Source: an optimization exercise on an open RTL-to-GDS flow (aim: small area). Production flows keep margins and buffers that such runs may drop. In this exercise RTL edits were held to simulation tests only and were not proved equivalent to the original. No driver is modelled on the clock port, so clocking that relies on it looks cheaper here than on a real chip. Power is estimated from default activity; no workload was simulated.

--- design/flow/config.mk ---
export PLATFORM = sky130hd
export DESIGN_NAME = TOP_Final
export DESIGN_NICKNAME = TOP_Final
export VERILOG_FILES = /design/flow/design.v
export SDC_FILE = /design/flow/constraint.sdc
export NUM_CORES = 4
export LEC_CHECK = 0
export CAP_MARGIN = 20
export CORE_MARGIN = 2
export CORE_UTILIZATION = 30
export CTS_BUF_LIST = sky130_fd_sc_hd__clkbuf_8
export SLEW_MARGIN = 20
export SYNTH_HIERARCHICAL = 1
export SYNTH_MINIMUM_KEEP_SIZE = 0
--- design/flow/constraint.sdc ---
create_clock -name core_clock -period 100.0 [get_ports {i_clk}]
set_input_delay 20.0000 -clock core_clock [delete_from_list [all_inputs] [get_ports {i_clk}]]
set_output_delay 20.0000 -clock core_clock [all_outputs]
set_load 0.01 [all_outputs]
--- design/flow/design.v ---
`timescale 1ns / 1ps
module TOP_Final(
    input i_clk,
    input i_reset,
    output [3:0] o_digit,
    output [7:0] o_font
    );
    reg       b0, b2;
    reg [1:0] s;
    reg       x0, x2, x4;
    reg [3:0] d0;
    reg       d1_0, d1_2, d1_3, d2_2, d2_3, d3_0, d3_3;
    reg       b1, x1, x3;
    reg       d1_1, d2_0, d2_1, d3_1, d3_2, f;
    wire n__000_, n__001_, n__002_, n__003_, n__004_, n__005_, n__006_, n__007_, n__008_, n__009_, n__010_, n__011_, n__012_, n__013_, n__014_, n__015_, n__016_, n__017_, n__018_, n__019_, n__020_, n__021_, n__022_, n__023_, n__024_, n__025_, n__026_, n__027_, n__028_, n__029_, n__030_, n__031_, n__032_, n__033_, n__034_, n__035_, n__036_, n__037_, n__038_, n__039_, n__040_, n__041_, n__042_, n__043_, n__044_, n__045_, n__046_, n__047_, n__048_, n__049_, n__050_, n__051_, n__052_, n__053_, n__054_, n__055_, n__056_, n__057_, n__058_, n__059_, n__060_, n__061_, n__062_, n__063_, n__064_, n__065_, n__066_, n__067_, n__068_, n__069_, n__070_, n__071_, n__072_, n__073_, n__074_, n__075_, n__076_, n__077_, n__078_, n_f_n, n_fx;
    always @(posedge i_clk or posedge i_reset) begin
        if (i_reset) begin
            b0 <= 1'b0;
            b2 <= 1'b0;
            s[0] <= 1'b0;
            s[1] <= 1'b0;
            x0 <= 1'b0;
            x2 <= 1'b1;
            x4 <= 1'b1;
            d0[0] <= 1'b0;
            d0[1] <= 1'b0;
            d0[2] <= 1'b0;
            d0[3] <= 1'b0;
            d1_0 <= 1'b0;
            d1_2 <= 1'b0;
            d1_3 <= 1'b0;
            d2_2 <= 1'b0;
            d2_3 <= 1'b0;
            d3_0 <= 1'b0;
            d3_3 <= 1'b0;
        end else begin
            b0 <= n__010_;
            b2 <= b1;
            s[0] <= n__009_;
            s[1] <= n__007_;
            x0 <= n_fx;
            x2 <= x1;
            x4 <= x3;
            d0[0] <= n__003_;
            d0[1] <= n__002_;
            d0[2] <= n__019_;
            d0[3] <= n__012_;
            d1_0 <= n__008_;
            d1_2 <= n__001_;
            d1_3 <= n__005_;
            d2_2 <= n__014_;
            d2_3 <= n__015_;
            d3_0 <= n__017_;
            d3_3 <= n__011_;
        end
    end
    always @(posedge i_clk) begin
        b1 <= b0;
        x1 <= x0;
        x3 <= x2;
        d1_1 <= n__004_;
        d2_0 <= n__006_;
        d2_1 <= n__013_;
        d3_1 <= n__018_;
        d3_2 <= n__016_;
        f <= n_f_n;
    end
    g_clkinv c1 (.A(s[0]), .Y(n__051_));
    g_clkinv c2 (.A(d0[3]), .Y(n__052_));
    g_clkinv c3 (.A(d2_3), .Y(n__053_));
    g_clkinv c4 (.A(d3_3), .Y(n__054_));
    g_clkinv c5 (.A(i_reset), .Y(n__000_));
    g_clkinv c6 (.A(f), .Y(n__055_));
    g_nand2 c7 (.A(n__051_), .B(s[1]), .Y(o_digit[2]));
    g_or2 c8 (.A(s[0]), .B(s[1]), .X(o_digit[0]));
    g_o22ai c9 (.A1(d2_0), .A2(o_digit[2]), .B1(o_digit[0]), .B2(d0[0]), .Y(n__056_));
    g_nand2b c10 (.A_N(s[1]), .B(s[0]), .Y(o_digit[1]));
    g_nand2 c11 (.A(s[0]), .B(s[1]), .Y(o_digit[3]));
    g_o22ai c12 (.A1(d1_0), .A2(o_digit[1]), .B1(o_digit[3]), .B2(d3_0), .Y(n__057_));
    g_nor2 c13 (.A(n__056_), .B(n__057_), .Y(n__058_));
    g_o22ai c14 (.A1(d1_1), .A2(o_digit[1]), .B1(o_digit[3]), .B2(d3_1), .Y(n__059_));
    g_o22ai c15 (.A1(d2_1), .A2(o_digit[2]), .B1(o_digit[0]), .B2(d0[1]), .Y(n__060_));
    g_nor2 c16 (.A(n__059_), .B(n__060_), .Y(n__061_));
    g_nor2 c17 (.A(n__058_), .B(n__061_), .Y(n__062_));
    g_o22ai c18 (.A1(d2_2), .A2(o_digit[2]), .B1(o_digit[3]), .B2(d3_2), .Y(n__063_));
    g_o22ai c19 (.A1(d0[2]), .A2(o_digit[0]), .B1(o_digit[1]), .B2(d1_2), .Y(n__064_));
    g_nor2 c20 (.A(n__063_), .B(n__064_), .Y(n__065_));
    g_nand2 c21 (.A(n__062_), .B(n__065_), .Y(n__066_));
    g_o22ai c22 (.A1(d1_3), .A2(o_digit[1]), .B1(o_digit[3]), .B2(d3_3), .Y(n__067_));
    g_o22ai c23 (.A1(d2_3), .A2(o_digit[2]), .B1(o_digit[0]), .B2(d0[3]), .Y(n__068_));
    g_nor2 c24 (.A(n__067_), .B(n__068_), .Y(n__069_));
    g_o22ai c25 (.A1(n__063_), .A2(n__064_), .B1(n__067_), .B2(n__068_), .Y(n__070_));
    g_nor2 c26 (.A(n__061_), .B(n__070_), .Y(n__071_));
    g_nand2 c27 (.A(n__058_), .B(n__071_), .Y(n__072_));
    g_o21ai c28 (.A1(n__056_), .A2(n__057_), .B1(n__066_), .Y(o_font[4]));
    g_nand2 c29 (.A(n__066_), .B(n__072_), .Y(o_font[0]));
    g_nand2 c30 (.A(n__058_), .B(n__061_), .Y(n__073_));
    g_o21ai c31 (.A1(n__062_), .A2(n__070_), .B1(n__073_), .Y(o_font[5]));
    g_nor4 c32 (.A(n__058_), .B(n__059_), .C(n__060_), .D(n__070_), .Y(o_font[2]));
    g_nand2 c33 (.A(n__065_), .B(n__073_), .Y(n__074_));
    g_nor2 c34 (.A(n__062_), .B(n__074_), .Y(o_font[1]));
    g_nand3 c35 (.A(n__058_), .B(n__061_), .C(n__065_), .Y(n__075_));
    g_a31oi c36 (.A1(n__066_), .A2(n__072_), .A3(n__075_), .B1(n__069_), .Y(o_font[3]));
    g_nand2 c37 (.A(x2), .B(x3), .Y(n__076_));
    g_nor2b c38 (.A(b1), .B_N(b0), .Y(n__077_));
    g_nand2 c39 (.A(b2), .B(n__077_), .Y(n__078_));
    g_nor2 c40 (.A(n__076_), .B(n__078_), .Y(n__020_));
    g_and3 c41 (.A(d0[0]), .B(x1), .C(n__020_), .X(n__021_));
    g_nand2 c42 (.A(d0[1]), .B(n__021_), .Y(n__022_));
    g_nand2 c43 (.A(d1_3), .B(d2_0), .Y(n__023_));
    g_nand3 c44 (.A(d3_2), .B(d2_1), .C(d3_1), .Y(n__024_));
    g_nor3 c45 (.A(n__055_), .B(n__023_), .C(n__024_), .Y(n__025_));
    g_nand3 c46 (.A(d0[1]), .B(n__021_), .C(n__025_), .Y(n__026_));
    g_nand2 c47 (.A(n__000_), .B(n__026_), .Y(n__027_));
    g_and3 c48 (.A(d0[3]), .B(d1_0), .C(n__021_), .X(n__028_));
    g_nor2b c49 (.A(n__023_), .B_N(n__028_), .Y(n__029_));
    g_and3 c50 (.A(d2_3), .B(d3_0), .C(n__029_), .X(n__030_));
    g_nand3 c51 (.A(d3_3), .B(n__000_), .C(n__030_), .Y(n__031_));
    g_o21ai c52 (.A1(n__055_), .A2(n__027_), .B1(n__031_), .Y(n_f_n));
    g_nand3 c53 (.A(d3_2), .B(d3_1), .C(n__030_), .Y(n__032_));
    g_o21ai c54 (.A1(n__054_), .A2(n__030_), .B1(n__032_), .Y(n__011_));
    g_a21oi c55 (.A1(d3_1), .A2(n__030_), .B1(d3_2), .Y(n__033_));
    g_nor3b c56 (.A(n__033_), .B(n__027_), .C_N(n__032_), .Y(n__016_));
    g_xnor2 c57 (.A(d3_1), .B(n__030_), .Y(n__034_));
    g_nor3 c58 (.A(d3_3), .B(n__027_), .C(n__034_), .Y(n__018_));
    g_a21oi c59 (.A1(d2_3), .A2(n__029_), .B1(d3_0), .Y(n__035_));
    g_nor2 c60 (.A(n__030_), .B(n__035_), .Y(n__017_));
    g_nand2 c61 (.A(d2_1), .B(n__029_), .Y(n__036_));
    g_nand3 c62 (.A(d2_2), .B(d2_1), .C(n__029_), .Y(n__037_));
    g_o21ai c63 (.A1(n__053_), .A2(n__029_), .B1(n__037_), .Y(n__015_));
    g_xnor2 c64 (.A(d2_2), .B(n__036_), .Y(n__014_));
    g_o21ai c65 (.A1(d2_1), .A2(n__029_), .B1(n__053_), .Y(n__038_));
    g_nor3b c66 (.A(n__027_), .B(n__038_), .C_N(n__036_), .Y(n__013_));
    g_a21oi c67 (.A1(d1_3), .A2(n__028_), .B1(d2_0), .Y(n__039_));
    g_nor3 c68 (.A(n__027_), .B(n__029_), .C(n__039_), .Y(n__006_));
    g_nand2 c69 (.A(d1_3), .B(n__026_), .Y(n__040_));
    g_and2 c70 (.A(d1_1), .B(n__028_), .X(n__041_));
    g_o2bb2ai c71 (.A1_N(d1_2), .A2_N(n__041_), .B1(n__040_), .B2(n__028_), .Y(n__005_));
    g_xor2 c72 (.A(d1_2), .B(n__041_), .X(n__001_));
    g_o21ai c73 (.A1(d1_1), .A2(n__028_), .B1(n__000_), .Y(n__042_));
    g_nor3 c74 (.A(d1_3), .B(n__041_), .C(n__042_), .Y(n__004_));
    g_a21oi c75 (.A1(d0[3]), .A2(n__021_), .B1(d1_0), .Y(n__043_));
    g_nor2 c76 (.A(n__028_), .B(n__043_), .Y(n__008_));
    g_nor2 c77 (.A(n__022_), .B(n__025_), .Y(n__044_));
    g_nand2 c78 (.A(d0[2]), .B(n__044_), .Y(n__045_));
    g_o21ai c79 (.A1(n__052_), .A2(n__021_), .B1(n__045_), .Y(n__012_));
    g_xor2 c80 (.A(d0[2]), .B(n__044_), .X(n__019_));
    g_o21ai c81 (.A1(d0[1]), .A2(n__021_), .B1(n__052_), .Y(n__046_));
    g_a21oi c82 (.A1(d0[1]), .A2(n__021_), .B1(n__046_), .Y(n__002_));
    g_a21oi c83 (.A1(x2), .A2(x3), .B1(x1), .Y(n__047_));
    g_o21ai c84 (.A1(x2), .A2(x3), .B1(n__047_), .Y(n__048_));
    g_xnor2 c85 (.A(x4), .B(n__048_), .Y(n_fx));
    g_o21ai c86 (.A1(n__051_), .A2(n__078_), .B1(s[1]), .Y(n__049_));
    g_o21ai c87 (.A1(o_digit[1]), .A2(n__078_), .B1(n__049_), .Y(n__007_));
    g_xnor2 c88 (.A(b2), .B(n__077_), .Y(n__010_));
    g_o21ai c89 (.A1(n__061_), .A2(n__070_), .B1(n__075_), .Y(o_font[6]));
    g_a21oi c90 (.A1(x1), .A2(n__020_), .B1(d0[0]), .Y(n__050_));
    g_nor2 c91 (.A(n__021_), .B(n__050_), .Y(n__003_));
    g_xnor2 c92 (.A(s[0]), .B(n__078_), .Y(n__009_));
    assign o_font[7] = 1'h1;
endmodule
module g_a21oi(input A1, input A2, input B1, output Y); assign Y = (~A1&~B1) | (~A2&~B1); endmodule
module g_a31oi(input A1, input A2, input A3, input B1, output Y); assign Y = (~A1&~B1) | (~A2&~B1) | (~A3&~B1); endmodule
module g_and2(input A, input B, output X); assign X = (A&B); endmodule
module g_and3(input A, input B, input C, output X); assign X = (A&B&C); endmodule
module g_clkinv(input A, output Y); assign Y = (~A); endmodule
module g_nand2(input A, input B, output Y); assign Y = (~A) | (~B); endmodule
module g_nand2b(input A_N, input B, output Y); assign Y = (A_N) | (~B); endmodule
module g_nand3(input A, input B, input C, output Y); assign Y = (~A) | (~B) | (~C); endmodule
module g_nor2(input A, input B, output Y); assign Y = (~A&~B); endmodule
module g_nor2b(input A, input B_N, output Y); assign Y = (~A&B_N); endmodule
module g_nor3(input A, input B, input C, output Y); assign Y = (~A&~B&~C); endmodule
module g_nor3b(input A, input B, input C_N, output Y); assign Y = (~A&~B&C_N); endmodule
module g_nor4(input A, input B, input C, input D, output Y); assign Y = (~A&~B&~C&~D); endmodule
module g_o21ai(input A1, input A2, input B1, output Y); assign Y = (~A1&~A2) | (~B1); endmodule
module g_o22ai(input A1, input A2, input B1, input B2, output Y); assign Y = (~B1&~B2) | (~A1&~A2); endmodule
module g_o2bb2ai(input A1_N, input A2_N, input B1, input B2, output Y); assign Y = (~B1&~B2) | (A1_N&A2_N); endmodule
module g_or2(input A, input B, output X); assign X = (A) | (B); endmodule
module g_xnor2(input A, input B, output Y); assign Y = (~A&~B) | (A&B); endmodule
module g_xor2(input A, input B, output X); assign X = (A&~B) | (~A&B); endmodule
--- design/flow/flow/run.sh ---
#!/bin/bash
# The standard ORFS layout (standard.sh) with three changes:
#  - before floorplanning, every logic cell is set to the smallest drive of its own
#    family (flow/downsize.tcl); the resizer later upsizes any cell that needs it;
#  - the port buffers use the smallest buffer cell;
#  - after clock tree synthesis the tree's root buffer is removed, so the clock port
#    drives the leaf clock buffers directly (flow/post_cts.tcl).
set -euo pipefail
cd "$(dirname "$0")/.."
W="$PWD"
bash standard.sh "BUFFER_PORTS_ARGS=-buffer_cell sky130_fd_sc_hd__buf_1" \
  "PRE_FLOORPLAN_TCL=$W/flow/downsize.tcl" "POST_CTS_TCL=$W/flow/post_cts.tcl" \
  finish > "$W/standard_flow.log" 2>&1
--- design/flow/flow/downsize.tcl ---
# Replace every cell by the smallest-area cell of its own family (same name but the drive suffix).
proc ds_downsize {} {
  set n 0; set saved 0.0
  foreach inst [get_cells *] {
    set lc [get_lib_cells -of_objects $inst]
    set name [get_name $lc]
    if {![regexp {^(sky130_fd_sc_hd__[a-z0-9]+)_([0-9]+)$} $name -> base drv]} continue
    if {[regexp {__(df|sdf|edf|sedf|dl)} $base] || [string match "*clkbuf*" $base] || [string match "*clkinv*" $base] || [string match "*tap*" $base] || [string match "*fill*" $base] || [string match "*decap*" $base] || [string match "*conb*" $base]} continue
    set best $name; set barea [get_property $lc area]
    foreach c [get_lib_cells ${base}_*] {
      set cn [get_name $c]
      if {![regexp "^${base}_\[0-9\]+\$" $cn]} continue
      if {[get_property $c dont_use]} continue
      set a [get_property $c area]
      if {$a < $barea - 1e-6} { set best $cn; set barea $a }
    }
    if {$best ne $name} {
      set saved [expr {$saved + [get_property $lc area] - $barea}]
      replace_cell $inst [get_lib_cells $best]
      incr n
    }
  }
  puts "downsize: replaced $n cells, saved $saved um2"
}

ds_downsize
--- design/flow/flow/post_cts.tcl ---
# Remove the clock tree's root buffer: the clock port then drives the few leaf clock
# buffers directly (the leaf buffers still drive every register).
proc pc_remove_root {} {
  set block [ord::get_db_block]
  set clk [$block findNet i_clk]
  set roots {}
  foreach it [$clk getITerms] {
    set inst [$it getInst]
    if {[string match "sky130_fd_sc_hd__clkbuf_*" [[$inst getMaster] getName]]} { lappend roots $inst }
  }
  if {[llength $roots] != 1} { puts "post_cts: [llength $roots] buffers on i_clk, nothing removed"; return }
  set root [lindex $roots 0]
  set out [[$root findITerm X] getNet]
  set loads {}
  foreach it [$out getITerms] {
    if {[$it getInst] ne $root} { lappend loads $it }
  }
  if {[llength $loads] > 4} { puts "post_cts: root drives [llength $loads] pins, nothing removed"; return }
  foreach it $loads { $it disconnect; $it connect $clk }
  odb::dbInst_destroy $root
  odb::dbNet_destroy $out
  puts "post_cts: removed root clock buffer, i_clk now drives [llength $loads] pins"
}
pc_remove_root
--- design/flow/standard.sh ---
#!/bin/bash
# synth_recipe.tcl (not shown) runs the flow's synth.tcl, then flattens the netlist and writes it again
# the make line also repeats each setting of config.mk as NAME=value (left out here)
make -C /OpenROAD-flow-scripts/flow DESIGN_CONFIG=/design/flow/config.mk WORK_HOME=/design/flow/orfs CLKGATE_MAP_FILE= SYNTH_SCRIPT=/design/flow/synth_recipe.tcl "${@:-finish}"
==> summary.txt <==
## cell type report
cell class	count	area, sq um
Tap cell	48	60.06
Multi-Input combinational cell	87	459.2
Timing Repair Buffer	12	45.04
Fill cell	380	2379
Inverter	7	26.28
Sequential cell	27	633.1
Clock inverter	1	3.754
Clock buffer	2	27.53
## power groups by stage
stage	Clock [mW]	Combinational [mW]	Sequential [mW]
floorplan	0	0.000179	0.0111
global placement	0	0.000237	0.0111
detailed placement	0	0.000246	0.0111
global route	0.00493	0.000276	0.0109
finish	0.00443	0.000229	0.0109
## cells in the final DEF (no fill, tap or decap)
cell and count:
a21oi_1 7, a31oi_1 1, and2_1 1, and3_1 3, buf_1 12, clkbuf_8 2
conb_1 1, dfrtp_1 16, dfstp_2 2, dfxtp_1 9, inv_1 8, nand2_1 15
nand2b_1 1, nand3_1 6, nor2_1 12, nor2b_1 2, nor3_1 4, nor3b_1 2
nor4_1 1, o21ai_1 13, o22ai_1 9, o2bb2ai_1 1, or2_1 1, xnor2_1 5
xor2_1 2
## worst reg2reg max path, stage by stage, from the launching register on
cell and delay, ns:
dfrtp_1 0.35, nor2b_1 0.21, nand2_1 0.16, nor2_1 0.17
and3_1 0.32, and3_1 0.32, nor2b_1 0.41, and3_1 0.35
nand3_1 0.12, nor3b_1 0.15
## layer usage
layer | share of wire, % | global-route usage (%) | vias to the layer above
met5 | 0 | 0 | -
met4 | 2.1 | 5.469 | 0
met3 | 3.8 | 1.712 | 3
met2 | 47 | 21.05 | 23
met1 | 47 | 14.38 | 417
li1 | - | - | 449
## per-stage QoR
step	utilization, %	cell area [sq um]	std cells
finish	34.54	1255	184
global route	34.54	1255	184
detailed placement	33.68	1224	181
global placement	33.68	1224	181
floorplan	-	1122	122
## worst paths after layout
path / startpoint / endpoint / slack [ns]
max: s[0] / o_font[3] / 78.09
min: x3 / x4 / 0.35
max reg2reg: b0 / d3_2 / 97.34
min reg2reg: x3 / x4 / 0.35
max in group asynchronous: i_reset / s[0] / 79.63
min in group asynchronous: i_reset / d1_3 / 19.94
==> metrics.md <==
| Metric | Value |
|---|---|
| Status | `timing/DRC/antenna clean` |
| Sequential power share | `between 70% and 80%` |
| Critical Path Fanout Max | `5` |
| VDD IR max | `0.000004123 V` |
| Hold Worst Slack | `roughly 0.35 ns` |
| Gate power share | `1.5%` |
| Area of the die | `about 0.0042 sq mm` |
| Die boundary width | `65.17 um` |
| Required time reported for the critical path endpoint | `roughly 80 ns` |
| Category of cells accounting for the largest share of critical-path delay | `simple AND/OR/NAND/NOR gates` |
| Total power of the final layout | `0.01552 mW` |
| Die Height | `65.17 um` |
| Diode count | `0` |
| Final weighted congestion in routability-driven placement | `0.8661` |
| Total detailed-routing wirelength | `2.271 mm` |
| Clock Sinks | `27` |
| Maximum clock frequency | `45.63 MHz` |
| Pre-CTS worst setup slack | `78.26 ns` |
| Transition at the pin with the smallest max-transition slack | `between 0.6 and 0.7 ns` |
| Biggest register | `d0` |
| Core area | `0.003633 sq mm` |
| Minimum setup slack in the final design | `78.09 ns` |
| Count of port buffers added during placement | `12` |
| Total Nets Final | `139` |
| Worst hold path depth | `0` |
| Clk pin slew, worst setup/hold paths | `0.08 ns` |
| Routed wire length per instance | `12.34 um` |
| IO Pins | `14` |
| ANT nets after route | `0` |
| Wire length of the first global-routing pass | `around 4 mm` |
| Regs by FF count | `d0 x4, s x2` |
| Largest net degree at the start of global routing | `19` |
| Shortest period the worst path allows | `21.91 ns` |
| Kind of start point of the critical path | `register` |
| Count of max-cap constraint violations | `0` |
| Effective utilization at floorplan | `30.89%` |
| Slew margin rel. | `54.82%` |
| GRT Resource Usage Total | `between 10% and 20%` |
| Net count after synthesis | `124` |
| Count of endpoints failing setup in the final report | `0` |
| Number of buffer and inverter instances along the worst setup path | `1` |
| Pwr per Cell Area | `12.36 mW/mm^2` |
| Number of warning messages in the yosys log | `7` |
| Depth of the most critical reg-to-reg path | `9` |
| Floorplan row count | `22` |
| Max-slew violation count | `0` |
| Number of logic stages on the critical path including buffering | `7` |
| Routed vias/inst | `4.848` |
| Worst min-delay path category | `reg2reg` |
| Crit path cell chain | `or2_1 > o22ai_1 > nor2_1 > nor2_1 > nand2_1 > a31oi_1 > buf_1` |
| Net Sw Frac | `about 18%` |
| Switching power | `0.002755 mW` |
| Leftover overflow at the end of global routing | `0` |
| Static leakage | `approximately 0.52 nW` |
| P_int | `0.01276 mW` |
| Cells after Synth | `122` |
| Drt drc | `0` |
| Crit path largest cell delay | `roughly 0.43 ns` |
| Share of total power in the clock network | `28.6%` |
| Final Hold Vio Count | `0` |
| Portion of the clock cycle consumed by the worst path in the final layout | `21.91%` |
| Starting DRC count in detailed routing | `45` |
| Clk latency of the worst-skew pair | `0.14 ns` |
| Dominant cell type by count on the critical path | `nor2_1` |
| Max FFs per register | `4` |
| Via count | `~900` |
| Number of optimization iterations in the first detailed-route pass | `4` |
| Total Neg Setup Slack | `0 ns` |
| CP max-delay cell | `dfrtp_1` |
| Clock tree from TritonCTS | `built` |
| Antenna violations before repair | `0` |
| Hpwl dp | `1.712 mm` |
| Crit end category | `output pin` |
| Vias in the first global route | `923` |
| Worst clock skew | `0.002789 ns` |
| Worst setup path category | `reg2out` |
| CP Data Arrival Time | `between 1.5 and 2 ns` |
| Proportion of layout cells with a drive suffix above 1 | `roughly 2.9%` |
| Unrepaired setup endpoints after global routing | `false` |

-- afterwards: timing with drivers on the ports --
In the flow no input, the clock included, has a driving cell. The finished layout below was timed again as built, in two steps. Step 1 assumes that a clkbuf_16 drives the clock port and a buf_2 every other input. Step 2 adds t to the input delays and takes it off the output delays; t is the mean of the earliest and latest rising clock arrival at the registers after step 1. Input paths then give back, and output paths get back, about the clock's delay inside the block. Three values: ideal ports, drivers, drivers and shift; two values: the first two.
t, ns: 0.175
setup slack, ns: 78.086 / 78.052 / 78.228
latest minus earliest clock arrival (ns): 0.003 / 0.003
cell pins on the clock port's net: 2
After both steps setup and hold are still met in this run. The setup slack of this run moves by -0.034 ns with the drivers and by +0.142 ns with both steps.
